Source: an optimization exercise on an open RTL-to-GDS flow (aim: small area and a short achievable clock period). Production flows keep margins and buffers that such runs may drop. Function was not checked in any run shown here: the RTL went through the layout flow alone.

`flow/constraint.sdc`:
```
create_clock -name core_clock -period 13.0 [get_ports {clk}]
set_input_delay 2.6000 -clock core_clock [delete_from_list [all_inputs] [get_ports {clk}]]
set_output_delay 2.6000 -clock core_clock [all_outputs]
set_load 0.01 [all_outputs]
```
`flow/design.v`:
```
module lut (
    input        [7:0]  index,
    output logic [15:0] value
);
    always_comb begin
        case (index)
            8'd0: value = 16'h0001;
            8'd1: value = 16'h4dbc;
            8'd2: value = 16'h4dbc;
            8'd3: value = 16'h679f;
            8'd4: value = 16'h4db7;
            8'd5: value = 16'h3e2c;
            8'd6: value = 16'h33cf;
            8'd7: value = 16'h2c68;
            8'd8: value = 16'h26db;
            8'd9: value = 16'h228a;
            8'd10: value = 16'h1f16;
            8'd11: value = 16'h1c42;
            8'd12: value = 16'h19e7;
            8'd13: value = 16'h17e9;
            8'd14: value = 16'h1634;
            8'd15: value = 16'h14b9;
            8'd16: value = 16'h136d;
            8'd17: value = 16'h1249;
            8'd18: value = 16'h1145;
            8'd19: value = 16'h105c;
            8'd20: value = 16'h0f8b;
            8'd21: value = 16'h0ecd;
            8'd22: value = 16'h0e21;
            8'd23: value = 16'h0d84;
            8'd24: value = 16'h0cf3;
            8'd25: value = 16'h0c6f;
            8'd26: value = 16'h0bf4;
            8'd27: value = 16'h0b83;
            8'd28: value = 16'h0b1a;
            8'd29: value = 16'h0ab8;
            8'd30: value = 16'h0a5c;
            8'd31: value = 16'h0a07;
            8'd32: value = 16'h09b6;
            8'd33: value = 16'h096b;
            8'd34: value = 16'h0924;
            8'd35: value = 16'h08e1;
            8'd36: value = 16'h08a2;
            8'd37: value = 16'h0866;
            8'd38: value = 16'h082e;
            8'd39: value = 16'h07f8;
            8'd40: value = 16'h07c5;
            8'd41: value = 16'h0795;
            8'd42: value = 16'h0766;
            8'd43: value = 16'h073a;
            8'd44: value = 16'h0710;
            8'd45: value = 16'h06e8;
            8'd46: value = 16'h06c2;
            8'd47: value = 16'h069d;
            8'd48: value = 16'h0679;
            8'd49: value = 16'h0658;
            8'd50: value = 16'h0637;
            8'd51: value = 16'h0618;
            8'd52: value = 16'h05fa;
            8'd53: value = 16'h05dd;
            8'd54: value = 16'h05c1;
            8'd55: value = 16'h05a6;
            8'd56: value = 16'h058d;
            8'd57: value = 16'h0574;
            8'd58: value = 16'h055c;
            8'd59: value = 16'h0544;
            8'd60: value = 16'h052e;
            8'd61: value = 16'h0518;
            8'd62: value = 16'h0503;
            8'd63: value = 16'h04ef;
            8'd64: value = 16'h04db;
            8'd65: value = 16'h04c8;
            8'd66: value = 16'h04b5;
            8'd67: value = 16'h04a3;
            8'd68: value = 16'h0492;
            8'd69: value = 16'h0481;
            8'd70: value = 16'h0470;
            8'd71: value = 16'h0460;
            8'd72: value = 16'h0451;
            8'd73: value = 16'h0442;
            8'd74: value = 16'h0433;
            8'd75: value = 16'h0425;
            8'd76: value = 16'h0417;
            8'd77: value = 16'h0409;
            8'd78: value = 16'h03fc;
            8'd79: value = 16'h03ef;
            8'd80: value = 16'h03e2;
            8'd81: value = 16'h03d6;
            8'd82: value = 16'h03ca;
            8'd83: value = 16'h03be;
            8'd84: value = 16'h03b3;
            8'd85: value = 16'h03a8;
            8'd86: value = 16'h039d;
            8'd87: value = 16'h0392;
            8'd88: value = 16'h0388;
            8'd89: value = 16'h037e;
            8'd90: value = 16'h0374;
            8'd91: value = 16'h036a;
            8'd92: value = 16'h0361;
            8'd93: value = 16'h0357;
            8'd94: value = 16'h034e;
            8'd95: value = 16'h0345;
            8'd96: value = 16'h033c;
            8'd97: value = 16'h0334;
            8'd98: value = 16'h032c;
            8'd99: value = 16'h0323;
            8'd100: value = 16'h031b;
            8'd101: value = 16'h0313;
            8'd102: value = 16'h030c;
            8'd103: value = 16'h0304;
            8'd104: value = 16'h02fd;
            8'd105: value = 16'h02f5;
            8'd106: value = 16'h02ee;
            8'd107: value = 16'h02e7;
            8'd108: value = 16'h02e0;
            8'd109: value = 16'h02da;
            8'd110: value = 16'h02d3;
            8'd111: value = 16'h02cc;
            8'd112: value = 16'h02c6;
            8'd113: value = 16'h02c0;
            8'd114: value = 16'h02ba;
            8'd115: value = 16'h02b4;
            8'd116: value = 16'h02ae;
            8'd117: value = 16'h02a8;
            8'd118: value = 16'h02a2;
            8'd119: value = 16'h029c;
            8'd120: value = 16'h0297;
            8'd121: value = 16'h0291;
            8'd122: value = 16'h028c;
            8'd123: value = 16'h0287;
            8'd124: value = 16'h0281;
            8'd125: value = 16'h027c;
            8'd126: value = 16'h0277;
            8'd127: value = 16'h0272;
            8'd128: value = 16'h026d;
            8'd129: value = 16'h0268;
            8'd130: value = 16'h0264;
            8'd131: value = 16'h025f;
            8'd132: value = 16'h025a;
            8'd133: value = 16'h0256;
            8'd134: value = 16'h0251;
            8'd135: value = 16'h024d;
            8'd136: value = 16'h0249;
            8'd137: value = 16'h0244;
            8'd138: value = 16'h0240;
            8'd139: value = 16'h023c;
            8'd140: value = 16'h0238;
            8'd141: value = 16'h0234;
            8'd142: value = 16'h0230;
            8'd143: value = 16'h022c;
            8'd144: value = 16'h0228;
            8'd145: value = 16'h0224;
            8'd146: value = 16'h0221;
            8'd147: value = 16'h021d;
            8'd148: value = 16'h0219;
            8'd149: value = 16'h0216;
            8'd150: value = 16'h0212;
            8'd151: value = 16'h020f;
            8'd152: value = 16'h020b;
            8'd153: value = 16'h0208;
            8'd154: value = 16'h0204;
            8'd155: value = 16'h0201;
            8'd156: value = 16'h01fe;
            8'd157: value = 16'h01fa;
            8'd158: value = 16'h01f7;
            8'd159: value = 16'h01f4;
            8'd160: value = 16'h01f1;
            8'd161: value = 16'h01ee;
            8'd162: value = 16'h01eb;
            8'd163: value = 16'h01e8;
            8'd164: value = 16'h01e5;
            8'd165: value = 16'h01e2;
            8'd166: value = 16'h01df;
            8'd167: value = 16'h01dc;
            8'd168: value = 16'h01d9;
            8'd169: value = 16'h01d6;
            8'd170: value = 16'h01d4;
            8'd171: value = 16'h01d1;
            8'd172: value = 16'h01ce;
            8'd173: value = 16'h01cc;
            8'd174: value = 16'h01c9;
            8'd175: value = 16'h01c6;
            8'd176: value = 16'h01c4;
            8'd177: value = 16'h01c1;
            8'd178: value = 16'h01bf;
            8'd179: value = 16'h01bc;
            8'd180: value = 16'h01ba;
            8'd181: value = 16'h01b7;
            8'd182: value = 16'h01b5;
            8'd183: value = 16'h01b2;
            8'd184: value = 16'h01b0;
            8'd185: value = 16'h01ae;
            8'd186: value = 16'h01ab;
            8'd187: value = 16'h01a9;
            8'd188: value = 16'h01a7;
            8'd189: value = 16'h01a5;
            8'd190: value = 16'h01a2;
            8'd191: value = 16'h01a0;
            8'd192: value = 16'h019e;
            8'd193: value = 16'h019c;
            8'd194: value = 16'h019a;
            8'd195: value = 16'h0198;
            8'd196: value = 16'h0196;
            8'd197: value = 16'h0193;
            8'd198: value = 16'h0191;
            8'd199: value = 16'h018f;
            8'd200: value = 16'h018d;
            8'd201: value = 16'h018b;
            8'd202: value = 16'h0189;
            8'd203: value = 16'h0188;
            8'd204: value = 16'h0186;
            8'd205: value = 16'h0184;
            8'd206: value = 16'h0182;
            8'd207: value = 16'h0180;
            8'd208: value = 16'h017e;
            8'd209: value = 16'h017c;
            8'd210: value = 16'h017a;
            8'd211: value = 16'h0179;
            8'd212: value = 16'h0177;
            8'd213: value = 16'h0175;
            8'd214: value = 16'h0173;
            8'd215: value = 16'h0172;
            8'd216: value = 16'h0170;
            8'd217: value = 16'h016e;
            8'd218: value = 16'h016d;
            8'd219: value = 16'h016b;
            8'd220: value = 16'h0169;
            8'd221: value = 16'h0168;
            8'd222: value = 16'h0166;
            8'd223: value = 16'h0164;
            8'd224: value = 16'h0163;
            8'd225: value = 16'h0161;
            8'd226: value = 16'h0160;
            8'd227: value = 16'h015e;
            8'd228: value = 16'h015d;
            8'd229: value = 16'h015b;
            8'd230: value = 16'h015a;
            8'd231: value = 16'h0158;
            8'd232: value = 16'h0157;
            8'd233: value = 16'h0155;
            8'd234: value = 16'h0154;
            8'd235: value = 16'h0152;
            8'd236: value = 16'h0151;
            8'd237: value = 16'h014f;
            8'd238: value = 16'h014e;
            8'd239: value = 16'h014c;
            8'd240: value = 16'h014b;
            8'd241: value = 16'h014a;
            8'd242: value = 16'h0148;
            8'd243: value = 16'h0147;
            8'd244: value = 16'h0146;
            8'd245: value = 16'h0144;
            8'd246: value = 16'h0143;
            8'd247: value = 16'h0142;
            8'd248: value = 16'h0140;
            8'd249: value = 16'h013f;
            8'd250: value = 16'h013e;
            8'd251: value = 16'h013d;
            8'd252: value = 16'h013b;
            8'd253: value = 16'h013a;
            8'd254: value = 16'h0139;
            8'd255: value = 16'h0138;
            default: value = 16'h0000;
        endcase
    end
endmodule
module cordic # (parameter DATA_WIDTH = 16) (
    input                       clk,
    input                       rst_n,
    input                       start,
    input  [2:0]                mode,
    input  [3:0]                shift,
    input  [DATA_WIDTH*2 - 1 : 0] opa,
    input  [DATA_WIDTH*2 - 1 : 0] opb,
    output logic [DATA_WIDTH*2 - 1 : 0] data_o
);
    logic [6:1] vld;
    always_ff @(posedge clk or negedge rst_n) begin
        if (!rst_n)     vld <= '0;
        else if (start) vld <= {vld[5:1], 1'b1};
    end
    wire [15:0] ar = opa[31:16];
    wire [15:0] ai = opa[15:0];
    wire [15:0] br = opb[31:16];
    wire [15:0] bi = opb[15:0];
    wire x_small = (&ar[15:8]) | ~(|ar[15:8]);
    wire y_small = (&ai[15:8]) | ~(|ai[15:8]);
    wire w_small = (&br[15:8]) | ~(|br[15:8]);
    wire pre_shift = x_small & y_small;
    wire vec_in = ~mode[2] & (|mode[1:0]);
    wire signed [18:0] xs = pre_shift ? {{3{ar[15]}}, ar[7:0], 8'b0} : {{3{ar[15]}}, ar};
    wire signed [18:0] ys = pre_shift ? {{3{ai[15]}}, ai[7:0], 8'b0} : {{3{ai[15]}}, ai};
    wire [15:0] nbi = ~bi + 16'd1;
    wire [15:0] zs = mode[2] ? nbi : br;
    logic signed [18:0] x1_in, y1_in;
    logic [15:0] z1_in;
    cordic_pre u_pre (.xs(xs), .ys(ys), .zs(zs), .vec(vec_in), .sx(ar[15]), .sy(ai[15]),
                      .x1(x1_in), .y1(y1_in), .z1(z1_in));
    logic signed [18:0] x1, y1;
    logic [15:0] z1;
    logic        vec1, ps1, ws1, m2_1;
    logic [1:0]  md1;
    logic [3:0]  sft1;
    logic [7:0]  w1;
    always_ff @(posedge clk) begin
        if (start) begin
            x1   <= x1_in;
            y1   <= y1_in;
            z1   <= z1_in;
            vec1 <= vec_in;
            md1  <= mode[1:0];
            m2_1 <= mode[2];
            ps1  <= pre_shift;
            ws1  <= w_small;
            sft1 <= shift;
            w1   <= w_small ? br[7:0] : br[15:8];
        end
    end
    logic [5:0] cshift, shamt_1;
    always_comb begin
        if (w1 == 8'd1)      cshift = 6'd15;
        else if (w1 == 8'd2) cshift = 6'd16;
        else                 cshift = 6'd17;
        if (ps1 & ~ws1)      cshift = cshift + 6'd16;
        else if (ps1 == ws1) cshift = cshift + 6'd8;
        if (m2_1) shamt_1 = cshift - {2'b00, sft1};
        else      shamt_1 = ps1 ? 6'd23 : 6'd15;
    end
    logic [53:0] r1b;
    cordic_rot2 #(.K(1)) u_rot1 (.x(x1), .y(y1), .z(z1), .vec(vec1), .r(r1b));
    logic signed [18:0] x2, y2;
    logic [15:0] z2;
    logic        vec2;
    logic [1:0]  md2;
    logic [5:0]  sh2;
    logic [7:0]  w2;
    always_ff @(posedge clk) begin
        if (start) begin
            {x2, y2, z2} <= r1b;
            vec2 <= vec1;
            md2  <= md1;
            sh2  <= shamt_1;
            w2   <= m2_1 ? w1 : 8'd1;    
        end
    end
    logic [53:0] r2b;
    cordic_rot2 #(.K(3)) u_rot3 (.x(x2), .y(y2), .z(z2), .vec(vec2), .r(r2b));
    logic signed [18:0] x3, y3;
    logic [15:0] z3;
    logic        vec3;
    logic [1:0]  md3;
    logic [5:0]  sh3;
    logic [7:0]  w3;
    always_ff @(posedge clk) begin
        if (start) begin
            {x3, y3, z3} <= r2b;
            vec3 <= vec2;
            md3  <= md2;
            sh3  <= sh2;
            w3   <= w2;
        end
    end
    logic [53:0] r3b;
    cordic_rot2 #(.K(5)) u_rot5 (.x(x3), .y(y3), .z(z3), .vec(vec3), .r(r3b));
    logic signed [18:0] x4, y4;
    logic [15:0] z4;
    logic        vec4;
    logic [1:0]  md4;
    logic [5:0]  sh4;
    logic [7:0]  w4;
    always_ff @(posedge clk) begin
        if (start) begin
            {x4, y4, z4} <= r3b;
            vec4 <= vec3;
            md4  <= md3;
            sh4  <= sh3;
            w4   <= w3;
        end
    end
    logic [53:0] r4b;
    logic [7:0] bneg_4, bone_4, btwo_4;
    cordic_rot78 u_rot7 (.x(x4), .y(y4), .z(z4), .vec(vec4), .w(w4), .r(r4b),
                         .bneg(bneg_4), .bone(bone_4), .btwo(btwo_4));
    logic signed [18:0] x5, y5;
    logic [15:0] z5;
    logic        vec5;
    logic [1:0]  md5;
    logic [5:0]  sh5;
    logic [7:0]  bneg5, bone5, btwo5;
    always_ff @(posedge clk) begin
        if (start) begin
            {x5, y5, z5} <= r4b;
            vec5  <= vec4;
            md5   <= md4;
            sh5   <= sh4;
            bneg5 <= bneg_4;
            bone5 <= bone_4;
            btwo5 <= btwo_4;
        end
    end
    wire neg9 = vec5 ? y5[18] : ~z5[15];
    wire signed [18:0] x5s = x5 >>> 9;
    wire signed [18:0] y5s = y5 >>> 9;
    wire [15:0] z9 = neg9 ? z5 - 16'd20 : z5 + 16'd20;
    logic signed [34:0] px_n, py_n;
    cordic_mul9 u_mulx (.bneg(bneg5), .bone(bone5), .btwo(btwo5), .x(x5), .v(y5s[9:0]), .vneg(neg9),  .p(px_n));
    cordic_mul9 u_muly (.bneg(bneg5), .bone(bone5), .btwo(btwo5), .x(y5), .v(x5s[9:0]), .vneg(~neg9), .p(py_n));
    logic signed [34:0] px, py;
    logic [15:0] z6;
    logic        vec6;
    logic [1:0]  md6;
    logic [5:0]  sh6;
    always_ff @(posedge clk) begin
        if (start) begin
            px   <= px_n;
            py   <= py_n;
            z6   <= z9;
            vec6 <= vec5;
            md6  <= md5;
            sh6  <= sh5;
        end
    end
    logic [31:0] dout;
    cordic_out u_out (.px(px), .py(py), .z(z6), .vec(vec6), .md(md6), .sh(sh6), .dout(dout));
    assign data_o = vld[6] ? dout : 32'd0;
endmodule
module cordic_pre (
    input  logic signed [18:0] xs, ys,
    input  logic [15:0] zs,
    input  logic vec, sx, sy,
    output logic signed [18:0] x1, y1,
    output logic [15:0] z1
);
    logic [1:0] qe;
    always_comb begin
        if (!vec)      qe = zs[15:14];
        else if (sy)   qe = 2'b01;
        else if (sx)   qe = 2'b10;
        else           qe = 2'b11;
    end
    wire cx = qe[1] ^ qe[0];
    wire dx = ~qe[1];
    wire cy = qe[1];
    wire dy = qe[1] ^ qe[0];
    assign x1 = (xs ^ {19{cx}}) + (ys ^ {19{dx}}) + {17'd0, cx & dx, cx ^ dx};
    assign y1 = (xs ^ {19{cy}}) + (ys ^ {19{dy}}) + {17'd0, cy & dy, cy ^ dy};
    always_comb begin
        if (!vec)          z1 = {2'b00, zs[13:0]} - 16'd8192;
        else if (sy & sx)  z1 = {2'b11, zs[13:0]} - 16'd8192;
        else               z1 = {sy, sx, zs[13:0]} + 16'd8192;
    end
endmodule
module cordic_rot2 #(parameter K = 1) (
    input  logic signed [18:0] x, y,
    input  logic [15:0] z,
    input  logic vec,
    output logic [53:0] r
);
    localparam [159:0] ATAN = {
        16'd20, 16'd40, 16'd81, 16'd162, 16'd325,
        16'd651, 16'd1297, 16'd2555, 16'd4836, 16'd8192
    };
    function automatic [53:0] urot(input logic signed [18:0] x, input logic signed [18:0] y,
                                   input logic [15:0] z, input logic vec, input integer k);
        logic neg;
        logic signed [18:0] xn, yn;
        logic [15:0] zn;
        neg = vec ? y[18] : ~z[15];
        if (neg) begin
            xn = x - (y >>> k);
            yn = y + (x >>> k);
            zn = z - ATAN[16*k +: 16];
        end else begin
            xn = x + (y >>> k);
            yn = y - (x >>> k);
            zn = z + ATAN[16*k +: 16];
        end
        urot = {xn, yn, zn};
    endfunction
    logic [53:0] ra;
    assign ra = urot(x, y, z, vec, K);
    assign r = urot(ra[53:35], ra[34:16], ra[15:0], vec, K + 1);
endmodule
module cordic_rot78 #(parameter K = 7) (
    input  logic signed [18:0] x, y,
    input  logic [15:0] z,
    input  logic vec,
    input  logic [7:0] w,
    output logic [53:0] r,
    output logic [7:0] bneg, bone, btwo
);
    logic [15:0] kval;
    lut l1 (.index(w), .value(kval));
    always_comb begin : p_booth
        logic [16:0] kk;
        logic b2, b1, b0;
        kk = {1'b0, kval};
        for (int j = 0; j < 8; j++) begin
            b2 = kk[2*j+1];
            b1 = kk[2*j];
            b0 = (j == 0) ? 1'b0 : kk[2*j-1];
            bneg[j] = b2 & ~(b1 & b0);
            bone[j] = b1 ^ b0;
            btwo[j] = (b2 & ~b1 & ~b0) | (~b2 & b1 & b0);
        end
    end
    localparam [159:0] ATAN = {
        16'd20, 16'd40, 16'd81, 16'd162, 16'd325,
        16'd651, 16'd1297, 16'd2555, 16'd4836, 16'd8192
    };
    function automatic [53:0] urot(input logic signed [18:0] x, input logic signed [18:0] y,
                                   input logic [15:0] z, input logic vec, input integer k);
        logic neg;
        logic signed [18:0] xn, yn;
        logic [15:0] zn;
        neg = vec ? y[18] : ~z[15];
        if (neg) begin
            xn = x - (y >>> k);
            yn = y + (x >>> k);
            zn = z - ATAN[16*k +: 16];
        end else begin
            xn = x + (y >>> k);
            yn = y - (x >>> k);
            zn = z + ATAN[16*k +: 16];
        end
        urot = {xn, yn, zn};
    endfunction
    logic [53:0] ra;
    assign ra = urot(x, y, z, vec, K);
    assign r = urot(ra[53:35], ra[34:16], ra[15:0], vec, K + 1);
endmodule
module cordic_mul9 (
    input  logic [7:0] bneg, bone, btwo,
    input  logic signed [18:0] x,
    input  logic signed [9:0] v,
    input  logic vneg,
    output logic signed [34:0] p
);
    logic [17:0][34:0] r;
    logic [11:0][34:0] l1;
    logic [7:0][34:0]  l2;
    logic [5:0][34:0]  l3;
    logic [3:0][34:0]  l4;
    logic [2:0][34:0]  l5;
    logic [1:0][34:0]  l6;
    function automatic [69:0] csa(input logic [34:0] a, input logic [34:0] b, input logic [34:0] c);
        csa = {a ^ b ^ c, ((a & b) | (a & c) | (b & c)) << 1};
    endfunction
    always_comb begin : p_rows
        logic [19:0] m, pp;
        logic [10:0] mv, ppv;
        logic nv;
        for (int j = 0; j < 8; j++) begin
            m = bone[j] ? {x[18], x} : (btwo[j] ? {x, 1'b0} : 20'd0);
            pp = m ^ {20{bneg[j]}};
            r[j] = ({15'd0, ~pp[19], pp[18:0]} << (2*j)) | ((j > 0) ? ({34'd0, bneg[j-1]} << (2*j-2)) : 35'd0);
            nv = bneg[j] ^ vneg;
            mv = bone[j] ? {v[9], v} : (btwo[j] ? {v, 1'b0} : 11'd0);
            ppv = mv ^ {11{nv}};
            r[8+j] = ({24'd0, ~ppv[10], ppv[9:0]} << (2*j)) | ((j > 0) ? ({34'd0, bneg[j-1] ^ vneg} << (2*j-2)) : 35'd0);
        end
        r[16] = 35'h555580000 + 35'h7FEAAAC00;
        r[17] = ({34'd0, bneg[7]} << 14) + ({34'd0, bneg[7] ^ vneg} << 14);
        for (int j = 0; j < 6; j++) {l1[2*j+1], l1[2*j]} = csa(r[3*j], r[3*j+1], r[3*j+2]);
        for (int j = 0; j < 4; j++) {l2[2*j+1], l2[2*j]} = csa(l1[3*j], l1[3*j+1], l1[3*j+2]);
        for (int j = 0; j < 2; j++) {l3[2*j+1], l3[2*j]} = csa(l2[3*j], l2[3*j+1], l2[3*j+2]);
        l3[4] = l2[6];
        l3[5] = l2[7];
        for (int j = 0; j < 2; j++) {l4[2*j+1], l4[2*j]} = csa(l3[3*j], l3[3*j+1], l3[3*j+2]);
        {l5[1], l5[0]} = csa(l4[0], l4[1], l4[2]);
        l5[2] = l4[3];
        {l6[1], l6[0]} = csa(l5[0], l5[1], l5[2]);
    end
    assign p = l6[0] + l6[1];
endmodule
module cordic_out (
    input  logic signed [34:0] px, py,
    input  logic [15:0] z,
    input  logic vec,
    input  logic [1:0] md,
    input  logic [5:0] sh,
    output logic [31:0] dout
);
    function automatic [15:0] sat16(input logic signed [34:0] p, input logic [5:0] sh);
        logic [34:0] r;
        logic [19:0] e;
        logic ok;
        r = p >>> sh;
        e[19] = 1'b1;
        for (int j = 18; j >= 0; j--) e[j] = e[j+1] & (p[15+j] == p[34]);
        ok = (sh >= 6'd20) ? 1'b1 : e[sh];
        sat16 = ok ? r[15:0] : (p[34] ? 16'h8000 : 16'h7fff);
    endfunction
    wire [15:0] m0 = sat16(px, sh);
    wire [15:0] m1 = sat16(py, sh);
    always_comb begin
        if (!vec)               dout = {m0, m1};
        else if (md == 2'd1)    dout = {z, 16'd0};
        else if (md == 2'd2)    dout = {m0, 16'd0};
        else                    dout = {m0, z};
    end
endmodule
```
`flow/flow/run.sh`:
```
#!/bin/bash
# Layout with the standard flow (standard synthesis, floorplan, placement, CTS, routing);
# the only change is a larger setup margin for the resizer's repair_timing, so that it keeps
# improving the slowest paths past the point where they just meet the clock period.
set -euo pipefail
bash standard.sh SETUP_SLACK_MARGIN=6 finish > standard_flow.log 2>&1
```
`flow/standard.sh`:
```
#!/bin/bash
# synth_recipe.tcl (not shown) runs the flow's synth.tcl, then flattens the netlist and writes it again
# the make line also repeats each setting of config.mk as NAME=value (left out here)
make -C /OpenROAD-flow-scripts/flow DESIGN_CONFIG=/design/flow/config.mk WORK_HOME=/design/flow/orfs CLKGATE_MAP_FILE= SYNTH_SCRIPT=/design/flow/synth_recipe.tcl "${@:-finish}"
```
`flow/config.mk`:
```
export PLATFORM = sky130hd
export DESIGN_NAME = cordic
export DESIGN_NICKNAME = cordic
export VERILOG_FILES = /design/flow/design.v
export SDC_FILE = /design/flow/constraint.sdc
export NUM_CORES = 4
export LEC_CHECK = 0
export CAP_MARGIN = 20
export CORE_MARGIN = 2
export CORE_UTILIZATION = 40
export PLACE_DENSITY = 0.6
export SLEW_MARGIN = 20
export SYNTH_HIERARCHICAL = 1
export SYNTH_MINIMUM_KEEP_SIZE = 1000
```
==> qor.yml, run 1 <==
fillCellCount: 18140
finalMaxSlewViolations: 0
synth_edf_count: 467
die_width_um: 438.7
fin_worst_skew_ns: 0.05913
synth_compound_area_share_pct: 18.84
die_area_um2: 192500
cts_hold_buf: 0
synth_area_um2: 75590
num_io_pins: 106
layout_setup_ws_ns: 5.357
tns_ns: 0
antenna_found_initial: 4
drive_gt1_share_pct: 10.60
vias_per_cell: 5.732
muxShareOfSynthArea_pct: 3.455
cts_tree: "yes"
maxCapViolCount: 0
rsz0062_at_grt: "true"
overflow: 0
grt_pass1_wl_um: 353100
synthAdderAreaFrac_pct: 24.92
area_delta_synth_final_pct: 12.40
track_usage_pct: 22.72
cp.required_ns: 13.47
numCtsBuffers: 57
clk_latency_ns: 0.72
grt_max_degree: 150
worstMarginPinSlew_ns: 1.056
ys_types: 118
status: "no timing/DRC/antenna violations"
ys_seq_area_share_pct: 18.75
fp.coreArea_um2: 187800
die_h_um: 438.7
synth_top_cell_by_area: "edfxtp_1"
cts_root_buf: "clkbuf_16"
ys_ff_latch: 473
drt-initial-drc-count: 5383
clkTransAtPathRegs_ns: 0.06
relSlewSlack_pct: 28.47
ys_warn_count: 15
dp.cells: 10900
cp_data_arrival_time_ns: 8.12
hold_path_class: "flop to flop"
syn_inst: 8662
gp_congestion: 0.9221
stdcell_count: 11260
hold_viol: 0
grt_use_met2_pct: 37.82
cts_buffer_depth: 3
ant_nets: 0
synth_xor_area_share_pct: 14.40
fin_nets: 10040
synth-main-ff-cell: "edfxtp_1"
critPathLaunchType: "input port"
synth_top_area_share_pct: 18.55
vias: 64530
timing.final.crit_share_pct: 58.79
synth_top_family_by_area: "adder cells"
yosys.area_share.simple_pct: 13.27
max_freq_mhz: 130.8
critPathMaxFanout: 8
fin_crit_ns: 7.643
ys_async_sr_fraction_pct: 1.268
final_cell_mix: "ha_1 (793), xnor2_1 (781), inv_1 (712), nand2_1 (693), nor2_1 (516)"
grt_pass1_vias: 62880
portBuffers: 105
drcViolationCount: 0
synth_fp_nets: 9983
htree_levels: 2
start_util_pct: 40.25
pre_cts_slack_ns: 3.411
avgSynthCellArea_um2: 8.726
crit_path_end_kind: "flop"
hpwl_um: 169500
whs_ns: 0.4188
drt-total-wl_um: 228900
layout_commonest_cell: "ha_1"
setup_violations: 0
cts.sinks: 473
wire_per_inst_um: 20.33
rows: 159
grtUsageMet3_pct: 2.827
critPathKind: "input port to flop"
netlist_top_cells_area: "edfxtp_1 (19%), ha_1 (14%), fa_1 (11%)"
dr.pass1.iters: 26
grt_most_used_layer: "met2"
grt_use_met1_pct: 31.04
## timing repair
| item | CTS | global route |
|---|---|---|
| setup endpoints to repair | 218 | 137 |
| pin swaps | 51 | 102 |
| buffers inserted | 105 | 135 |
| resized for setup | 189 | 263 |
| gates cloned | 6 | 10 |
| hold endpoints to repair | 0 | 0 |
## kinds of logic (layout without fill, tap and decap cells)
family                   count (synthesis)  in the layout
multiplexers                           198            200
flip-flops                             473            473
adder cells (fa/ha/maj)               1247           1247
other                                    1              2
buffers and inverters                 1221           1319
AO/OA/AOI/OAI                         2175           2175
XOR/XNOR                              1237           1237
AND/OR/NAND/NOR                       2110           2110
## modules after synthesis, one instance, submodules excluded
module        flip-flops and latches  cell area, um^2  cells
cordic_mul9                        0            12890   1558
lut                                0             3114    512
cordic                           473            36560   3619
cordic_rot78                       0             5808    811
cordic_out                         0             4324    604
## metal layers
metal,wire length (um),vias to the layer above
met5,26,-
met4,6398,4
met3,14980,385
met2,106200,2207
met1,101300,31280
li1,-,30660
## critical path, cell delays in order
cell and delay, ns:
buf_8 0.09, or4_4 0.55, nor4_4 0.17, or3b_4 0.44
nor3_4 0.14, buf_4 0.13, nand2_1 0.05, xor2_1 0.16
a21o_1 0.29, inv_1 0.12, ha_4 0.36, xor2_2 0.16
fa_2 0.47, ha_4 0.18, inv_2 0.05, fa_2 0.21
nor2b_2 0.05, o21ai_2 0.15, a21boi_2 0.08, o21ai_1 0.18
a21boi_1 0.11, o21ai_1 0.19, a21oi_2 0.09, or4_4 0.53
buf_6 0.14, a31o_4 0.23, a21oi_2 0.12, xnor2_1 0.07
## cells in the mapped netlist (40+ instances only)
cell type and n:
o31ai_1 42, a22oi_1 315, buf_2 53, inv_1 723, a211oi_1 68, mux2_2 53
a31oi_1 74, buf_1 54, and3_1 52, nand2_1 697, o21ai_0 503, mux2i_1 100
o21a_1 71, nor3_1 162, mux4_2 45, nor2_1 526, nand2b_1 98, xor2_1 435
o21bai_1 47, o211ai_1 60, or3_1 40, clkbuf_1 350, fa_1 431, a21oi_1 477
ha_1 816, nor4_1 52, nor2b_1 100, edfxtp_1 467, a21o_1 119, xnor2_1 798
nand3_1 110, and2_1 90
## sequential cells by signal, indices dropped and copies added, names as in the netlist, 16 cells and up
| signal | cells |
|---|---|
| z1 | 16 |
| py | 35 |
| x2 | 19 |
| x3 | 19 |
| z4 | 16 |
| x4 | 19 |
| y2 | 19 |
| z3 | 16 |
| x5 | 19 |
| y1 | 19 |
| y5 | 19 |
| z5 | 16 |
| x1 | 19 |
| y4 | 19 |
| z2 | 16 |
| px | 35 |
| y3 | 19 |
| z6 | 16 |
## final cells by class
cell class	count	area, um^2	share of cell area (%)
inverters	736	2826	3.327
clock inverters	43	525.5	0.6185
repair inverters	3	18.77	0.02209
well taps	2495	3122	3.674
repair buffers	477	4700	5.532
flip-flops and latches	473	14170	16.68
clock buffers	60	1438	1.692
diodes	1	2.502	0.002945
multi-input cells	6970	58150	68.45
## path summary, 6_finish.rpt
path                                       to               start  slack [ns]  depth (start not counted)
setup reg to reg             px[34]$_DFFE_PP_  bone5[2]$_DFFE_PP_        6.09                         21
min in group asynchronous  vld[4]$_DFFE_PN0P_               rst_n        2.18                          1
hold reg to reg               z6[1]$_DFFE_PP_     z5[1]$_DFFE_PP_        0.42                          0
setup / recovery             x1[15]$_DFFE_PP_              opb[4]        5.36                         28
hold / removal                z6[1]$_DFFE_PP_     z5[1]$_DFFE_PP_        0.42                          0
max in group asynchronous  vld[3]$_DFFE_PN0P_               rst_n       10.61                          1
## stage by stage
| stage | util (%) | cell area (um^2) |
|---|---|---|
| after floorplan | - | 75770 |
| after global placement | 41.95 | 78780 |
| after detailed placement | 41.96 | 78810 |
| after CTS | 43.98 | 82590 |
| after global routing | 45.24 | 84960 |
| final | 45.24 | 84960 |
==> run 2: changes to the inputs <==
--- a/flow/design.v
+++ b/flow/design.v
@@ -288,13 +288,11 @@
     wire w_small = (&br[15:8]) | ~(|br[15:8]);
     wire pre_shift = x_small & y_small;
     wire vec_in = ~mode[2] & (|mode[1:0]);
-    wire signed [18:0] xs = pre_shift ? {{3{ar[15]}}, ar[7:0], 8'b0} : {{3{ar[15]}}, ar};
-    wire signed [18:0] ys = pre_shift ? {{3{ai[15]}}, ai[7:0], 8'b0} : {{3{ai[15]}}, ai};
     wire [15:0] nbi = ~bi + 16'd1;
     wire [15:0] zs = mode[2] ? nbi : br;
     logic signed [18:0] x1_in, y1_in;
     logic [15:0] z1_in;
-    cordic_pre u_pre (.xs(xs), .ys(ys), .zs(zs), .vec(vec_in), .sx(ar[15]), .sy(ai[15]),
+    cordic_pre u_pre (.ar(ar), .ai(ai), .ps(pre_shift), .zs(zs), .vec(vec_in), .sx(ar[15]), .sy(ai[15]),
                       .x1(x1_in), .y1(y1_in), .z1(z1_in));
     logic signed [18:0] x1, y1;
     logic [15:0] z1;
@@ -398,13 +396,10 @@
             btwo5 <= btwo_4;
         end
     end
-    wire neg9 = vec5 ? y5[18] : ~z5[15];
-    wire signed [18:0] x5s = x5 >>> 9;
-    wire signed [18:0] y5s = y5 >>> 9;
-    wire [15:0] z9 = neg9 ? z5 - 16'd20 : z5 + 16'd20;
     logic signed [34:0] px_n, py_n;
-    cordic_mul9 u_mulx (.bneg(bneg5), .bone(bone5), .btwo(btwo5), .x(x5), .v(y5s[9:0]), .vneg(neg9),  .p(px_n));
-    cordic_mul9 u_muly (.bneg(bneg5), .bone(bone5), .btwo(btwo5), .x(y5), .v(x5s[9:0]), .vneg(~neg9), .p(py_n));
+    logic [15:0] z9;
+    cordic_s5 u_s5 (.x(x5), .y(y5), .z(z5), .vec(vec5), .bneg(bneg5), .bone(bone5), .btwo(btwo5),
+                    .px(px_n), .py(py_n), .z9(z9));
     logic signed [34:0] px, py;
     logic [15:0] z6;
     logic        vec6;
@@ -425,12 +420,22 @@
     assign data_o = vld[6] ? dout : 32'd0;
 endmodule
 module cordic_pre (
-    input  logic signed [18:0] xs, ys,
+    input  logic [15:0] ar, ai,
+    input  logic ps,
     input  logic [15:0] zs,
     input  logic vec, sx, sy,
     output logic signed [18:0] x1, y1,
     output logic [15:0] z1
 );
+    wire signed [17:0] a = {{2{ar[15]}}, ar};
+    wire signed [17:0] b = {{2{ai[15]}}, ai};
+    wire signed [17:0] sa  = a + b;
+    wire signed [17:0] sb  = a - b;
+    wire signed [17:0] sna = ~a + ~b + 18'd2;
+    wire signed [17:0] snb = b - a;
+    function automatic [18:0] scl(input logic signed [17:0] v, input logic p);
+        scl = p ? {v[10:0], 8'b0} : {v[17], v};
+    endfunction
     logic [1:0] qe;
     always_comb begin
         if (!vec)      qe = zs[15:14];
@@ -438,12 +443,17 @@
         else if (sx)   qe = 2'b10;
         else           qe = 2'b11;
     end
-    wire cx = qe[1] ^ qe[0];
-    wire dx = ~qe[1];
-    wire cy = qe[1];
-    wire dy = qe[1] ^ qe[0];
-    assign x1 = (xs ^ {19{cx}}) + (ys ^ {19{dx}}) + {17'd0, cx & dx, cx ^ dx};
-    assign y1 = (xs ^ {19{cy}}) + (ys ^ {19{dy}}) + {17'd0, cy & dy, cy ^ dy};
+    logic signed [17:0] x1v, y1v;
+    always_comb begin
+        case (qe)
+            2'b00:   begin x1v = sb;  y1v = sa;  end
+            2'b01:   begin x1v = sna; y1v = sb;  end
+            2'b10:   begin x1v = snb; y1v = sna; end
+            default: begin x1v = sa;  y1v = snb; end
+        endcase
+    end
+    assign x1 = scl(x1v, ps);
+    assign y1 = scl(y1v, ps);
     always_comb begin
         if (!vec)          z1 = {2'b00, zs[13:0]} - 16'd8192;
         else if (sy & sx)  z1 = {2'b11, zs[13:0]} - 16'd8192;
@@ -529,49 +539,69 @@
     assign ra = urot(x, y, z, vec, K);
     assign r = urot(ra[53:35], ra[34:16], ra[15:0], vec, K + 1);
 endmodule
-module cordic_mul9 (
+module cordic_s5 #(parameter K = 9) (
+    input  logic signed [18:0] x, y,
+    input  logic [15:0] z,
+    input  logic vec,
+    input  logic [7:0] bneg, bone, btwo,
+    output logic signed [34:0] px, py,
+    output logic [15:0] z9
+);
+    logic [53:0] r;
+    localparam [159:0] ATAN = {
+        16'd20, 16'd40, 16'd81, 16'd162, 16'd325,
+        16'd651, 16'd1297, 16'd2555, 16'd4836, 16'd8192
+    };
+    function automatic [53:0] urot(input logic signed [18:0] x, input logic signed [18:0] y,
+                                   input logic [15:0] z, input logic vec, input integer k);
+        logic neg;
+        logic signed [18:0] xn, yn;
+        logic [15:0] zn;
+        neg = vec ? y[18] : ~z[15];
+        if (neg) begin
+            xn = x - (y >>> k);
+            yn = y + (x >>> k);
+            zn = z - ATAN[16*k +: 16];
+        end else begin
+            xn = x + (y >>> k);
+            yn = y - (x >>> k);
+            zn = z + ATAN[16*k +: 16];
+        end
+        urot = {xn, yn, zn};
+    endfunction
+    assign r = urot(x, y, z, vec, K);
+    assign z9 = r[15:0];
+    cordic_mul u_mulx (.bneg(bneg), .bone(bone), .btwo(btwo), .x(r[53:35]), .p(px));
+    cordic_mul u_muly (.bneg(bneg), .bone(bone), .btwo(btwo), .x(r[34:16]), .p(py));
+endmodule
+module cordic_mul (
     input  logic [7:0] bneg, bone, btwo,
     input  logic signed [18:0] x,
-    input  logic signed [9:0] v,
-    input  logic vneg,
     output logic signed [34:0] p
 );
-    logic [17:0][34:0] r;
-    logic [11:0][34:0] l1;
-    logic [7:0][34:0]  l2;
-    logic [5:0][34:0]  l3;
-    logic [3:0][34:0]  l4;
-    logic [2:0][34:0]  l5;
-    logic [1:0][34:0]  l6;
+    logic [8:0][34:0] r;
+    logic [5:0][34:0] l1;
+    logic [3:0][34:0] l2;
+    logic [2:0][34:0] l3;
+    logic [1:0][34:0] l4;
     function automatic [69:0] csa(input logic [34:0] a, input logic [34:0] b, input logic [34:0] c);
         csa = {a ^ b ^ c, ((a & b) | (a & c) | (b & c)) << 1};
     endfunction
     always_comb begin : p_rows
         logic [19:0] m, pp;
-        logic [10:0] mv, ppv;
-        logic nv;
         for (int j = 0; j < 8; j++) begin
             m = bone[j] ? {x[18], x} : (btwo[j] ? {x, 1'b0} : 20'd0);
             pp = m ^ {20{bneg[j]}};
             r[j] = ({15'd0, ~pp[19], pp[18:0]} << (2*j)) | ((j > 0) ? ({34'd0, bneg[j-1]} << (2*j-2)) : 35'd0);
-            nv = bneg[j] ^ vneg;
-            mv = bone[j] ? {v[9], v} : (btwo[j] ? {v, 1'b0} : 11'd0);
-            ppv = mv ^ {11{nv}};
-            r[8+j] = ({24'd0, ~ppv[10], ppv[9:0]} << (2*j)) | ((j > 0) ? ({34'd0, bneg[j-1] ^ vneg} << (2*j-2)) : 35'd0);
-        end
-        r[16] = 35'h555580000 + 35'h7FEAAAC00;
-        r[17] = ({34'd0, bneg[7]} << 14) + ({34'd0, bneg[7] ^ vneg} << 14);
-        for (int j = 0; j < 6; j++) {l1[2*j+1], l1[2*j]} = csa(r[3*j], r[3*j+1], r[3*j+2]);
-        for (int j = 0; j < 4; j++) {l2[2*j+1], l2[2*j]} = csa(l1[3*j], l1[3*j+1], l1[3*j+2]);
-        for (int j = 0; j < 2; j++) {l3[2*j+1], l3[2*j]} = csa(l2[3*j], l2[3*j+1], l2[3*j+2]);
-        l3[4] = l2[6];
-        l3[5] = l2[7];
-        for (int j = 0; j < 2; j++) {l4[2*j+1], l4[2*j]} = csa(l3[3*j], l3[3*j+1], l3[3*j+2]);
-        {l5[1], l5[0]} = csa(l4[0], l4[1], l4[2]);
-        l5[2] = l4[3];
-        {l6[1], l6[0]} = csa(l5[0], l5[1], l5[2]);
+        end
+        r[8] = 35'h555580000 | ({34'd0, bneg[7]} << 14);
+        for (int j = 0; j < 3; j++) {l1[2*j+1], l1[2*j]} = csa(r[3*j], r[3*j+1], r[3*j+2]);
+        for (int j = 0; j < 2; j++) {l2[2*j+1], l2[2*j]} = csa(l1[3*j], l1[3*j+1], l1[3*j+2]);
+        {l3[1], l3[0]} = csa(l2[0], l2[1], l2[2]);
+        l3[2] = l2[3];
+        {l4[1], l4[0]} = csa(l3[0], l3[1], l3[2]);
     end
-    assign p = l6[0] + l6[1];
+    assign p = l4[0] + l4[1];
 endmodule
 module cordic_out (
     input  logic signed [34:0] px, py,
--- a/flow/config.mk
+++ b/flow/config.mk
@@ -11,4 +11,3 @@
 export PLACE_DENSITY = 0.6
 export SLEW_MARGIN = 20
 export SYNTH_HIERARCHICAL = 1
-export SYNTH_MINIMUM_KEEP_SIZE = 1000
==> run 2 against run 1 <==
Critical path type is now flop to flop; clock skew is 0.0095 ns lower; synthesized area is 5.7% lower; routed wire length is 2.9% lower; flip-flop and latch count stayed put; highest routed layer is now met4; still clean on timing, DRC and antenna.
==> qor.yml, run 2 <==
fin_crit_ns: 7.357
yosys.area_share.simple_pct: 15.22
final_cell_mix: "ha_1 (708), nand2_1 (628), xnor2_1 (623), inv_1 (576)"
area_delta_synth_final_pct: 14.45
muxShareOfSynthArea_pct: 3.814
antenna_found_initial: 2
die_width_um: 426.1
clk_latency_ns: 0.71
drcViolationCount: 0
synth_xor_area_share_pct: 12.79
start_util_pct: 40.34
cts_root_buf: "clkbuf_16"
hold_path_depth: 0
ys_ff_latch: 473
worst-r2r-cell-count: 30
cp_num_buf_inv: 6
relSlewSlack_pct: 17.06
max_freq_mhz: 135.9
cts_buffer_depth: 3
hold_viol: 0
final_area_um2: 81580
reg2reg_from: "y5[18]$_DFFE_PP_"
cts.sinks: 473
timing.final.crit_share_pct: 56.59
overflow: 0
cp_data_arrival_time_ns: 7.82
hold_path_class: "flop to flop"
synth_top_family_by_area: "compound AO/OA/AOI/OAI gates"
synthAdderAreaFrac_pct: 20.02
status: "no timing/DRC/antenna violations"
crit_family: "adder cells"
critPathKind: "flop to flop"
path_common_cell: "fa_1"
synth_fp_nets: 9359
maxCapViolCount: 0
netlist_top_cells_area: "edfxtp_1 (20%), ha_1 (13%), xnor2_1 (8.0%)"
gp_congestion: 0.9341
ys_seq_area_share_pct: 19.88
worstMarginPinSlew_ns: 1.242
cp.required_ns: 13.46
track_usage_pct: 23.57
synth_compound_area_share_pct: 22.02
slowest_delay_ns: 0.55
portBuffers: 105
layout_setup_ws_ns: 5.643
ys_top_cells_by_count: "ha_1 (764), xnor2_1 (649), nand2_1 (643)"
fin_nets: 9469
die_area_um2: 181600
synth-main-ff-cell: "edfxtp_1"
ys_async_sr_fraction_pct: 1.268
crit_path_end_kind: "flop"
drt-initial-drc-count: 5667
htree_levels: 2
dpl_cell_area_um2: 74140
layout_commonest_cell: "ha_1"
numCtsBuffers: 60
fin_worst_skew_ns: 0.04968
critPathMaxFanout: 7
die_h_um: 426.1
rrSetupSlack_ns: 5.64
critPathLaunchType: "flop"
wire_per_inst_um: 20.59
cp_slowest_cell: "fa_1"
reg_top3: "px (35), py (35)"
synth_area_um2: 71280
vias: 63240
ys_warn_count: 16
finalMaxSlewViolations: 0
fp.coreArea_um2: 176700
rsz0062_at_grt: "true"
fillCellCount: 16850
dr.pass1.iters: 6
syn_inst: 8286
final_util_pct: 46.17
min_from: "sh4[1]$_DFFE_PP_"
worstHoldEndpoint: "sh5[1]$_DFFE_PP_"
r2r-end: "py[33]$_DFFE_PP_"
grt_pass1_vias: 61970
setup_violations: 0
rows: 154
ys_types: 154
drt-total-wl_um: 222200
synth_top_area_share_pct: 19.67
vias_per_cell: 5.861
pre_cts_slack_ns: 4.797
hpwl_um: 164200
grt_pass1_wl_um: 346700
synth_top_cell_by_area: "edfxtp_1"
num_io_pins: 106
ant_nets: 0
clkTransAtPathRegs_ns: 0.07
synth_edf_count: 467
grt_max_degree: 178
tns_ns: 0
cts_tree: "yes"
avgSynthCellArea_um2: 8.603
drive_gt1_share_pct: 14.39
synth_most_common_cell: "ha_1"
-- run 2: cell count changes in the layout (fill, tap and decap cells not counted), moves of 83 or more --
cell | before | now
a22oi_1 | 314 | 212
ha_1 | 793 | 708
inv_1 | 712 | 576
fa_1 | 416 | 198
o21ai_0 | 477 | 394
xnor2_1 | 781 | 623
-- run 2: how the worst max path moves through the flow --
stage | slack, ns | end | startpoint | depth (start not counted)
floorplan | 6.00 | px[33]$_DFFE_PP_ | vec5$_DFFE_PP_ | 31
global placement | 4.87 | px[22]$_DFFE_PP_ | y5[18]$_DFFE_PP_ | 30
detailed placement | 4.80 | py[33]$_DFFE_PP_ | y5[18]$_DFFE_PP_ | 28
finish | 5.64 | py[33]$_DFFE_PP_ | y5[18]$_DFFE_PP_ | 30
global route | 5.44 | py[33]$_DFFE_PP_ | x5[9]$_DFFE_PP_ | 34
CTS | 5.75 | py[33]$_DFFE_PP_ | x5[10]$_DFFE_PP_ | 33
-- run 2: Yosys stat by module (local to each module, per instance), a selection --
| module | times used | cell area [um^2] | cells inside | flops+latches |
|---|---|---|---|---|
| cordic_out | 1 | 4544 | 600 | 0 |
| lut | 1 | 3012 | 510 | 0 |
| cordic | 1 | 15520 | 662 | 473 |
| cordic_rot78 | 1 | 6073 | 849 | 0 |
| cordic_pre | 1 | 4967 | 721 | 0 |
| cordic_s5 | 1 | 2949 | 402 | 0 |
-- run 2: metal layers --
layer  track usage (%)  part of all wire [%]  up-vias
li1                  -                     -    30110
met1             29.58                    41    30580
met2             39.97                    47     2075
met3             3.380                   6.2      485
met4             10.65                   5.0        0
met5                 0                     0        -
-- run 2: worst register-to-register path: cells and delay by family, from the launching register on --
family / cells / cell delay [ns]
fa+ha+maj: 6 / 2.79
compound gates: 7 / 1.17
mux: 1 / 0.31
buf+inv: 6 / 0.59
xor+xnor: 4 / 0.67
simple gates: 6 / 1.18
flops: 1 / 0.39
-- run 2: kinds of logic (layout without fill, tap and decap cells) --
logic type	after synthesis	after routing
other cells	1	3
compound gates	2325	2325
mux	196	196
buf+inv	1081	1243
flops	473	473
xor+xnor	1027	1027
fa+ha+maj	1000	1000
simple gates	2183	2183
-- run 2: repair_timing --
| action | CTS | global route |
|---|---|---|
| resized for setup | 360 | 318 |
| pin swaps | 172 | 181 |
| cloned | 6 | 3 |
| endpoints found under the setup margin | 122 | 110 |
| buffers inserted | 153 | 127 |
| hold buffers | 0 | 0 |
-- run 2: layout make-up --
| class | count | area [um^2] | area share, % |
|---|---|---|---|
| Antenna cell | 2 | 5.005 | 0.006135 |
| Clock buffer | 66 | 1524 | 1.868 |
| Clock inverter | 48 | 600.6 | 0.7362 |
| Inverter | 622 | 2376 | 2.912 |
| Multi-Input combinational cell | 6732 | 55420 | 67.94 |
| Sequential cell | 473 | 14170 | 17.37 |
| Tap cell | 2340 | 2928 | 3.589 |
| Timing Repair Buffer | 504 | 4522 | 5.543 |
| Timing Repair inverter | 3 | 30.03 | 0.03681 |
-- run 2: stage by stage --
stage	instances	hold slack (ns)
final	10790	0.4157
after global routing	10790	0.4221
after CTS	10660	0.4185
after detailed placement	10390	0.4045
after global placement	10390	0.4005
after floorplan	8286	0.4003

## what the ideal ports hide
Ports are ideal in the flow. The routed layouts listed here were re-timed in OpenROAD. Step 1 assumes that a clkbuf_16 drives the clock port and a buf_2 every other input. Step 2, shift: input delay + t, output delay - t, t = (earliest + latest rising clock arrival at the registers) / 2. This alone moves slack from input paths to output paths. a / b / c = no drivers / after step 1 / after step 2; a / b = the first two.
run | shift t [ns] | slack for setup (ns) | worst slew at a driven data input, ns | cell pins on the clock port's net
run 1 | 0.778 | 5.357 / 5.404 / 4.627 | 0.10 | 1
run 2 | 0.766 | 5.643 / 5.643 / 5.643 | 0.06 | 1
After both steps every run listed still meets setup and hold. For run 1, which loses most, drivers alone change the setup slack by +0.047 ns; drivers and shift together by -0.730 ns.
